Source: an optimization exercise on an open RTL-to-GDS flow (aim: small area and a short achievable clock period). Production flows keep margins and buffers that such runs may drop. Function not checked in this run: the RTL went through the layout flow alone. Power figures rest on the tool's default switching activity, not on a simulated workload.

**design.v**
```verilog
module alu(
  input   wire  [63:0]    in1       ,
  input   wire  [63:0]    in2       ,
  input   wire  [2:0]     op        ,
  input   wire            in_valid  ,
  output  wire            in_ready  ,
  output  wire  [63:0]    res       ,
  output  reg             out_valid ,
  input   wire            out_ready ,
  input   wire            clk       ,
  input   wire            rstn      
);
  wire sub   = op[0] & ~op[1];
  wire addop = ~op[2] & ~op[1];           
  wire andor = op[2] & op[1];             
  wire keepp = ~op[2] | (op[1] & op[0]);  
  wire [63:0] b = in2 ^ {64{sub}};
  wire [63:0] p = in1 ^ b;    
  wire [63:0] g = in1 & b;    
  wire [63:0] ci;
  wire [15:0] bg;         
  wire [15:0] bp;         
  assign ci[0] = sub;
  assign ci[1] = g[0] | (p[0] & ci[0]);
  assign ci[2] = g[1] | (p[1] & ci[1]);
  assign ci[3] = g[2] | (p[2] & ci[2]);
  assign bg[0] = g[3] | (p[3] & ci[3]);
  assign bp[0] = &p[3:0];
  assign ci[4] = 1'b0;
  assign ci[5] = g[4] | (p[4] & ci[4]);
  assign ci[6] = g[5] | (p[5] & ci[5]);
  assign ci[7] = g[6] | (p[6] & ci[6]);
  assign bg[1] = g[7] | (p[7] & ci[7]);
  assign bp[1] = &p[7:4];
  assign ci[8] = 1'b0;
  assign ci[9] = g[8] | (p[8] & ci[8]);
  assign ci[10] = g[9] | (p[9] & ci[9]);
  assign ci[11] = g[10] | (p[10] & ci[10]);
  assign bg[2] = g[11] | (p[11] & ci[11]);
  assign bp[2] = &p[11:8];
  assign ci[12] = 1'b0;
  assign ci[13] = g[12] | (p[12] & ci[12]);
  assign ci[14] = g[13] | (p[13] & ci[13]);
  assign ci[15] = g[14] | (p[14] & ci[14]);
  assign bg[3] = g[15] | (p[15] & ci[15]);
  assign bp[3] = &p[15:12];
  assign ci[16] = 1'b0;
  assign ci[17] = g[16] | (p[16] & ci[16]);
  assign ci[18] = g[17] | (p[17] & ci[17]);
  assign ci[19] = g[18] | (p[18] & ci[18]);
  assign bg[4] = g[19] | (p[19] & ci[19]);
  assign bp[4] = &p[19:16];
  assign ci[20] = 1'b0;
  assign ci[21] = g[20] | (p[20] & ci[20]);
  assign ci[22] = g[21] | (p[21] & ci[21]);
  assign ci[23] = g[22] | (p[22] & ci[22]);
  assign bg[5] = g[23] | (p[23] & ci[23]);
  assign bp[5] = &p[23:20];
  assign ci[24] = 1'b0;
  assign ci[25] = g[24] | (p[24] & ci[24]);
  assign ci[26] = g[25] | (p[25] & ci[25]);
  assign ci[27] = g[26] | (p[26] & ci[26]);
  assign bg[6] = g[27] | (p[27] & ci[27]);
  assign bp[6] = &p[27:24];
  assign ci[28] = 1'b0;
  assign ci[29] = g[28] | (p[28] & ci[28]);
  assign ci[30] = g[29] | (p[29] & ci[29]);
  assign ci[31] = g[30] | (p[30] & ci[30]);
  assign bg[7] = g[31] | (p[31] & ci[31]);
  assign bp[7] = &p[31:28];
  assign ci[32] = 1'b0;
  assign ci[33] = g[32] | (p[32] & ci[32]);
  assign ci[34] = g[33] | (p[33] & ci[33]);
  assign ci[35] = g[34] | (p[34] & ci[34]);
  assign bg[8] = g[35] | (p[35] & ci[35]);
  assign bp[8] = &p[35:32];
  assign ci[36] = 1'b0;
  assign ci[37] = g[36] | (p[36] & ci[36]);
  assign ci[38] = g[37] | (p[37] & ci[37]);
  assign ci[39] = g[38] | (p[38] & ci[38]);
  assign bg[9] = g[39] | (p[39] & ci[39]);
  assign bp[9] = &p[39:36];
  assign ci[40] = 1'b0;
  assign ci[41] = g[40] | (p[40] & ci[40]);
  assign ci[42] = g[41] | (p[41] & ci[41]);
  assign ci[43] = g[42] | (p[42] & ci[42]);
  assign bg[10] = g[43] | (p[43] & ci[43]);
  assign bp[10] = &p[43:40];
  assign ci[44] = 1'b0;
  assign ci[45] = g[44] | (p[44] & ci[44]);
  assign ci[46] = g[45] | (p[45] & ci[45]);
  assign ci[47] = g[46] | (p[46] & ci[46]);
  assign bg[11] = g[47] | (p[47] & ci[47]);
  assign bp[11] = &p[47:44];
  assign ci[48] = 1'b0;
  assign ci[49] = g[48] | (p[48] & ci[48]);
  assign ci[50] = g[49] | (p[49] & ci[49]);
  assign ci[51] = g[50] | (p[50] & ci[50]);
  assign bg[12] = g[51] | (p[51] & ci[51]);
  assign bp[12] = &p[51:48];
  assign ci[52] = 1'b0;
  assign ci[53] = g[52] | (p[52] & ci[52]);
  assign ci[54] = g[53] | (p[53] & ci[53]);
  assign ci[55] = g[54] | (p[54] & ci[54]);
  assign bg[13] = g[55] | (p[55] & ci[55]);
  assign bp[13] = &p[55:52];
  assign ci[56] = 1'b0;
  assign ci[57] = g[56] | (p[56] & ci[56]);
  assign ci[58] = g[57] | (p[57] & ci[57]);
  assign ci[59] = g[58] | (p[58] & ci[58]);
  assign bg[14] = g[59] | (p[59] & ci[59]);
  assign bp[14] = &p[59:56];
  assign ci[60] = 1'b0;
  assign ci[61] = g[60] | (p[60] & ci[60]);
  assign ci[62] = g[61] | (p[61] & ci[61]);
  assign ci[63] = g[62] | (p[62] & ci[62]);
  assign bg[15] = g[63] | (p[63] & ci[63]);
  assign bp[15] = &p[63:60];
  wire tg0_1 = bg[1] | (bp[1] & bg[0]);
  wire tg0_3 = bg[3] | (bp[3] & bg[2]);
  wire tp0_3 = bp[3] & bp[2];
  wire tg0_5 = bg[5] | (bp[5] & bg[4]);
  wire tp0_5 = bp[5] & bp[4];
  wire tg0_7 = bg[7] | (bp[7] & bg[6]);
  wire tp0_7 = bp[7] & bp[6];
  wire tg0_9 = bg[9] | (bp[9] & bg[8]);
  wire tp0_9 = bp[9] & bp[8];
  wire tg0_11 = bg[11] | (bp[11] & bg[10]);
  wire tp0_11 = bp[11] & bp[10];
  wire tg0_13 = bg[13] | (bp[13] & bg[12]);
  wire tp0_13 = bp[13] & bp[12];
  wire tg0_15 = bg[15] | (bp[15] & bg[14]);
  wire tp0_15 = bp[15] & bp[14];
  wire tg1_3 = tg0_3 | (tp0_3 & tg0_1);
  wire tg1_7 = tg0_7 | (tp0_7 & tg0_5);
  wire tp1_7 = tp0_7 & tp0_5;
  wire tg1_11 = tg0_11 | (tp0_11 & tg0_9);
  wire tp1_11 = tp0_11 & tp0_9;
  wire tg1_15 = tg0_15 | (tp0_15 & tg0_13);
  wire tp1_15 = tp0_15 & tp0_13;
  wire tg2_5 = tg0_5 | (tp0_5 & tg1_3);
  wire tg2_7 = tg1_7 | (tp1_7 & tg1_3);
  wire tg2_13 = tg0_13 | (tp0_13 & tg1_11);
  wire tp2_13 = tp0_13 & tp1_11;
  wire tg2_15 = tg1_15 | (tp1_15 & tg1_11);
  wire tp2_15 = tp1_15 & tp1_11;
  wire tg3_9 = tg0_9 | (tp0_9 & tg2_7);
  wire tg3_11 = tg1_11 | (tp1_11 & tg2_7);
  wire tg3_13 = tg2_13 | (tp2_13 & tg2_7);
  wire tg3_15 = tg2_15 | (tp2_15 & tg2_7);
  wire tg4_2 = bg[2] | (bp[2] & tg0_1);
  wire tg4_4 = bg[4] | (bp[4] & tg1_3);
  wire tg4_6 = bg[6] | (bp[6] & tg2_5);
  wire tg4_8 = bg[8] | (bp[8] & tg2_7);
  wire tg4_10 = bg[10] | (bp[10] & tg3_9);
  wire tg4_12 = bg[12] | (bp[12] & tg3_11);
  wire tg4_14 = bg[14] | (bp[14] & tg3_13);
  wire [15:1] cb;
  assign cb[1] = bg[0];
  assign cb[2] = tg0_1;
  assign cb[3] = tg4_2;
  assign cb[4] = tg1_3;
  assign cb[5] = tg4_4;
  assign cb[6] = tg2_5;
  assign cb[7] = tg4_6;
  assign cb[8] = tg2_7;
  assign cb[9] = tg4_8;
  assign cb[10] = tg3_9;
  assign cb[11] = tg4_10;
  assign cb[12] = tg3_11;
  assign cb[13] = tg4_12;
  assign cb[14] = tg3_13;
  assign cb[15] = tg4_14;
  wire [63:0] cf;   
  assign cf[3:0] = ci[3:0];
  assign cf[7:4] = ci[7:4];
  assign cf[11:8] = ci[11:8];
  assign cf[15:12] = ci[15:12];
  assign cf[19:16] = ci[19:16];
  assign cf[23:20] = ci[23:20];
  assign cf[27:24] = ci[27:24];
  assign cf[31:28] = ci[31:28];
  assign cf[35:32] = ci[35:32];
  assign cf[39:36] = ci[39:36];
  assign cf[43:40] = ci[43:40];
  assign cf[47:44] = ci[47:44];
  assign cf[51:48] = ci[51:48];
  assign cf[55:52] = ci[55:52];
  assign cf[59:56] = ci[59:56];
  assign cf[63:60] = ci[63:60];
  wire [63:0] part = (p & {64{keepp}}) ^ ((cf & {64{addop}}) | (g & {64{andor}}));
  assign in_ready = ~(out_valid & ~out_ready);
  wire load = in_ready;
  reg [63:0] part_q;           
  reg [15:1] cb_q;           
  always @(posedge clk) begin
    if (load) begin
      part_q <= part;
      cb_q   <= cb[15:1] & {15{addop}};
    end
  end
  always @(posedge clk) begin
    out_valid <= rstn & (in_valid | ~in_ready);
  end
  wire [63:0] inc;
  assign inc[0] = 1'b0;
  assign inc[1] = 1'b0;
  assign inc[2] = 1'b0;
  assign inc[3] = 1'b0;
  assign inc[4] = cb_q[1];
  assign inc[5] = cb_q[1] & (&part_q[4:4]);
  assign inc[6] = cb_q[1] & (&part_q[5:4]);
  assign inc[7] = cb_q[1] & (&part_q[6:4]);
  assign inc[8] = cb_q[2];
  assign inc[9] = cb_q[2] & (&part_q[8:8]);
  assign inc[10] = cb_q[2] & (&part_q[9:8]);
  assign inc[11] = cb_q[2] & (&part_q[10:8]);
  assign inc[12] = cb_q[3];
  assign inc[13] = cb_q[3] & (&part_q[12:12]);
  assign inc[14] = cb_q[3] & (&part_q[13:12]);
  assign inc[15] = cb_q[3] & (&part_q[14:12]);
  assign inc[16] = cb_q[4];
  assign inc[17] = cb_q[4] & (&part_q[16:16]);
  assign inc[18] = cb_q[4] & (&part_q[17:16]);
  assign inc[19] = cb_q[4] & (&part_q[18:16]);
  assign inc[20] = cb_q[5];
  assign inc[21] = cb_q[5] & (&part_q[20:20]);
  assign inc[22] = cb_q[5] & (&part_q[21:20]);
  assign inc[23] = cb_q[5] & (&part_q[22:20]);
  assign inc[24] = cb_q[6];
  assign inc[25] = cb_q[6] & (&part_q[24:24]);
  assign inc[26] = cb_q[6] & (&part_q[25:24]);
  assign inc[27] = cb_q[6] & (&part_q[26:24]);
  assign inc[28] = cb_q[7];
  assign inc[29] = cb_q[7] & (&part_q[28:28]);
  assign inc[30] = cb_q[7] & (&part_q[29:28]);
  assign inc[31] = cb_q[7] & (&part_q[30:28]);
  assign inc[32] = cb_q[8];
  assign inc[33] = cb_q[8] & (&part_q[32:32]);
  assign inc[34] = cb_q[8] & (&part_q[33:32]);
  assign inc[35] = cb_q[8] & (&part_q[34:32]);
  assign inc[36] = cb_q[9];
  assign inc[37] = cb_q[9] & (&part_q[36:36]);
  assign inc[38] = cb_q[9] & (&part_q[37:36]);
  assign inc[39] = cb_q[9] & (&part_q[38:36]);
  assign inc[40] = cb_q[10];
  assign inc[41] = cb_q[10] & (&part_q[40:40]);
  assign inc[42] = cb_q[10] & (&part_q[41:40]);
  assign inc[43] = cb_q[10] & (&part_q[42:40]);
  assign inc[44] = cb_q[11];
  assign inc[45] = cb_q[11] & (&part_q[44:44]);
  assign inc[46] = cb_q[11] & (&part_q[45:44]);
  assign inc[47] = cb_q[11] & (&part_q[46:44]);
  assign inc[48] = cb_q[12];
  assign inc[49] = cb_q[12] & (&part_q[48:48]);
  assign inc[50] = cb_q[12] & (&part_q[49:48]);
  assign inc[51] = cb_q[12] & (&part_q[50:48]);
  assign inc[52] = cb_q[13];
  assign inc[53] = cb_q[13] & (&part_q[52:52]);
  assign inc[54] = cb_q[13] & (&part_q[53:52]);
  assign inc[55] = cb_q[13] & (&part_q[54:52]);
  assign inc[56] = cb_q[14];
  assign inc[57] = cb_q[14] & (&part_q[56:56]);
  assign inc[58] = cb_q[14] & (&part_q[57:56]);
  assign inc[59] = cb_q[14] & (&part_q[58:56]);
  assign inc[60] = cb_q[15];
  assign inc[61] = cb_q[15] & (&part_q[60:60]);
  assign inc[62] = cb_q[15] & (&part_q[61:60]);
  assign inc[63] = cb_q[15] & (&part_q[62:60]);
  assign res = part_q ^ inc;
endmodule
```
**config.mk**
```make
export PLATFORM = sky130hd
export DESIGN_NAME = alu
export DESIGN_NICKNAME = alu
export VERILOG_FILES = /design/flow/design.v
export SDC_FILE = /design/flow/constraint.sdc
export NUM_CORES = 4
export LEC_CHECK = 0
export ABC_AREA = 1
export CAP_MARGIN = 20
export CORE_MARGIN = 2
export CORE_UTILIZATION = 40
export CTS_BUF_LIST = sky130_fd_sc_hd__clkbuf_8
export SETUP_SLACK_MARGIN = 2.0
export SLEW_MARGIN = 20
```
**standard.sh**
```bash
#!/bin/bash
# synth_recipe.tcl (not shown) runs the flow's synth.tcl, then flattens the netlist and writes it again
# the make line also repeats each setting of config.mk as NAME=value (left out here)
make -C /OpenROAD-flow-scripts/flow DESIGN_CONFIG=/design/flow/config.mk WORK_HOME=/design/flow/orfs CLKGATE_MAP_FILE= SYNTH_SCRIPT=/design/flow/synth_recipe.tcl "${@:-finish}"
```
**constraint.sdc**
```tcl
create_clock -name core_clock -period 4.6 [get_ports {clk}]
set_input_delay 0.9200 -clock core_clock [delete_from_list [all_inputs] [get_ports {clk}]]
set_output_delay 0.9200 -clock core_clock [all_outputs]
set_load 0.01 [all_outputs]
```
**flow/run.sh**
```bash
#!/bin/bash
# Layout flow: the standard ORFS flow (standard.sh, with the standard
# synthesis unchanged), except that the port buffers that global placement
# puts on every input and output are sky130_fd_sc_hd__buf_1 instead of the
# delay buffer buffer_ports picks by default. Every port still gets its own
# buffer. The make output goes to standard.log in the work folder; ORFS keeps
# each step's log under orfs/logs/.
set -euo pipefail
bash standard.sh "BUFFER_PORTS_ARGS=-buffer_cell sky130_fd_sc_hd__buf_1" finish > standard.log 2>&1
```
==> notes.md <==
-- critical path, delay by kind of cell --
family,cells,cell delay [ns]
AOI/OAI and AO/OA,4,0.60
xor gates and xnor gates,1,0.12
and+or+nand+nor,8,0.49
adders and majority gates,1,0.31
buffers and inverters,4,0.42
-- per-stage QoR --
step / instance area [µm²] / total power [mW] / utilization (%)
detailed placement: 7781 / 1.924 / 46.92
CTS: 8130 / 2.413 / 49.03
global placement: 7781 / 1.912 / 46.92
floorplan: 6855 / 1.660 / -
finish: 8458 / 2.441 / 51.00
global route: 8458 / 2.602 / 51.00
-- where the power goes --
part / switching, mW / internal (mW) / total [mW]
clock network: 0.268 / 0.187 / 0.455
registers: 0.0627 / 0.964 / 1.03
logic: 0.557 / 0.403 / 0.960
-- flip-flops by register name, indices dropped and copies added, names as in the netlist --
name,flops
part_q,64
cb_q,15
out_valid,1
-- final timing paths --
path,end,slack (ns),depth (start not counted)
setup / recovery,cb_q[15],1.86,18
hold / removal,out_valid,0.77,3
setup reg to reg,part_q[18],2.99,2
hold reg to reg,out_valid,0.78,2
-- area by class of cell --
class                           count  area (µm²)  area share (%)
Multi-Input combinational cell    572        4312           50.98
Antenna cell                        2       5.005         0.05917
Clock buffer                        9       123.9           1.464
Tap cell                          220       275.3           3.254
Clock inverter                      7       31.28          0.3698
Sequential cell                    80        2392           28.28
Inverter                           68       286.5           3.388
Timing Repair Buffer              226        1032           12.20
-- routing by layer --
layer	global-route usage, %	wire (µm)	vias to the layer above
met4	8.655	472	0
met5	0	0	-
met1	24.27	7938	2639
met3	3.401	944	30
li1	-	-	2924
met2	32.57	8634	154
-- cell families after synthesis --
kind of cell | count (synthesis) | share of synthesized area, %
xor+xnor | 172 | 22.21
fa+ha+maj | 79 | 14.57
simple gates | 224 | 14.11
buf+inv | 96 | 5.552
flops | 80 | 35.27
compound gates | 94 | 8.283
-- placed cells by master (no fill, tap or decap), types with 3 or more instances in the layout --
master,Yosys,routed
buf_1,9,198
nand2_1,149,140
xnor2_1,98,94
edfxtp_1,79,79
ha_1,79,78
xor2_1,74,74
inv_1,57,59
nor2_1,29,29
buf_4,4,21
nand3_1,18,18
a21oi_1,32,16
nand4_1,14,14
a21oi_2,0,14
nand2_2,6,12
a22oi_1,14,12
o21ai_1,14,11
o21ai_0,11,10
a22o_1,10,10
o22ai_1,11,10
clkbuf_8,0,9
nand2_8,0,6
inv_2,9,6
buf_12,0,6
nand2_4,5,5
clkinv_2,0,4
xnor2_2,0,3
clkinv_1,2,3
o21ai_2,0,3
-- timing repair --
| action | 4_1_cts | 5_1_grt |
|---|---|---|
| setup endpoints to repair | 65 | 36 |
| setup buffers | 6 | 15 |
| cloned | 2 | 1 |
| pin swaps | 15 | 26 |
| resized for setup | 25 | 35 |
==> impl_metrics.json <==
{
  "nNetsFinal": 1171,
  "grt_pass1_vias": 5346,
  "synth_area_mm2": 0.006783,
  "syn_nets": 959,
  "endpoint_kind": "register",
  "skew_ns": 0.005177,
  "drive_gt1_share_pct": 10.71,
  "crit_start": "op[1]",
  "clock_sinks": 80,
  "final_antenna_net_count": 0,
  "place_inst": 1142,
  "clockBufferDepth": 2,
  "max_stage_delay_ns": 0.31,
  "drv_slew": 0,
  "synth_edf_count": 79,
  "instances_no_fill": 1184,
  "ys_top_cells_by_area": "edfxtp_1, ha_1, xnor2_1",
  "syn_inst": 745,
  "critPathLaunchType": "input pin",
  "n_fill_cell": 1600,
  "grt_max_degree": 65,
  "fp.dieH_um": 134.2,
  "regToRegStartpoint": "out_valid",
  "grt_antenna_before_repair": 2,
  "post-dp-hpwl_mm": 12.12,
  "cts_tree": "yes",
  "drt_wl_total_mm": 17.99,
  "timing.fmax_ghz": 0.3650,
  "design.portCount": 201,
  "period_share_pct": 59.56,
  "synth_seq_cells": 80,
  "tns_ns": 0,
  "wire_per_inst_um": 15.19,
  "worstPathRequired_ns": 4.73,
  "dr.pass1.iters": 5,
  "peakVddDrop_uv": 122.4,
  "ys_top_cells_by_count": "nand2_1, xnor2_1, edfxtp_1, ha_1, xor2_1",
  "yosysUniqueCellTypes": 29,
  "hp-start": "in_valid",
  "hold_class": "input pin to register",
  "vias": 5747,
  "die-area_mm2": 0.01802,
  "gp_congestion": 0.8068,
  "worstSkewPairLatency_ns": 0.37,
  "drc": 0,
  "synth_ff_type": "edfxtp_1",
  "cp_data_arrival_time_ns": 2.87,
  "yosys_warnings": 1,
  "synth_top_area_share_pct": 34.98,
  "initial_core_util_pct": 40.90,
  "overflow": 0,
  "outcome": "complete, no violations",
  "vias_per_cell": 4.854,
  "die_x_um": 134.2,
  "grt_pass1_wl_mm": 26.72,
  "drv_cap": 0,
  "leakagePower_nw": 3.568,
  "synthArstFlopShare_pct": 0,
  "clk_pin_slew_ns": 0.09,
  "dp_slack_ns": 0.8808,
  "io_buffers": 200,
  "track_usage_pct": 19.34,
  "path_max_fanout": 6,
  "whs_ns": 0.7712,
  "rsz0062_at_grt": "yes",
  "path_class": "input pin to register",
  "postSynthAreaPerCell_um2": 9.104,
  "cp_common_cell": "nand2_4",
  "slew_headroom_pct": 51.89,
  "hold_viol": 0,
  "power_density_mw_per_mm2": 288.6,
  "core.rowCount": 47,
  "fin_ws_ns": 1.860,
  "tightest_slew_ns": 0.7217,
  "ys_seq_area_share_pct": 35.27,
  "synth.most_common_cell": "nand2_1",
  "synth_area_leader_cell": "edfxtp_1",
  "detail_route.iter0.violations": 303,
  "root_buffer": "clkbuf_8",
  "postCtsHoldBufs": 0,
  "period_minus_slack_ns": 2.740,
  "core_area_mm2": 0.01658,
  "h-tree-depth": 3,
  "areaGrowthSynthToFinish_pct": 24.70,
  "cp_slowest_cell": "ha_1",
  "numCtsBuffers": 9,
  "crit_chain": "buf_12, clkinv_16, nand2_8, buf_12, xnor2_1, ha_1, a21oi_1, o21ai_1, a21oi_1, o22ai_2, inv_2, nand2_4, nand2_4, nand2_4, nand2_2, nand2_2, nand2_1, nand2_1",
  "setup_viol": 0
}

==> afterwards: timing with drivers on the ports <==
Ports are ideal in the flow. The routed layout listed here was re-timed in OpenROAD.
Step 1 assumes that a clkbuf_16 drives the clock port and a buf_2 every other input.
Step 2 adds t to the input delays and takes it off the output delays; t is the mean of the earliest and latest rising clock arrival at the registers after step 1. Input paths then give back, and output paths get back, about the clock's delay inside the block.
Three values: no drivers, after step 1, after step 2; two values: the first two.
t, ns: 0.403
setup WS [ns]: 1.860 / 1.852 / 1.448
worst setup path at the end: input to register
After both steps setup and hold are still met in this run. For this run, drivers alone change the setup slack by -0.008 ns; drivers and shift together by -0.412 ns.
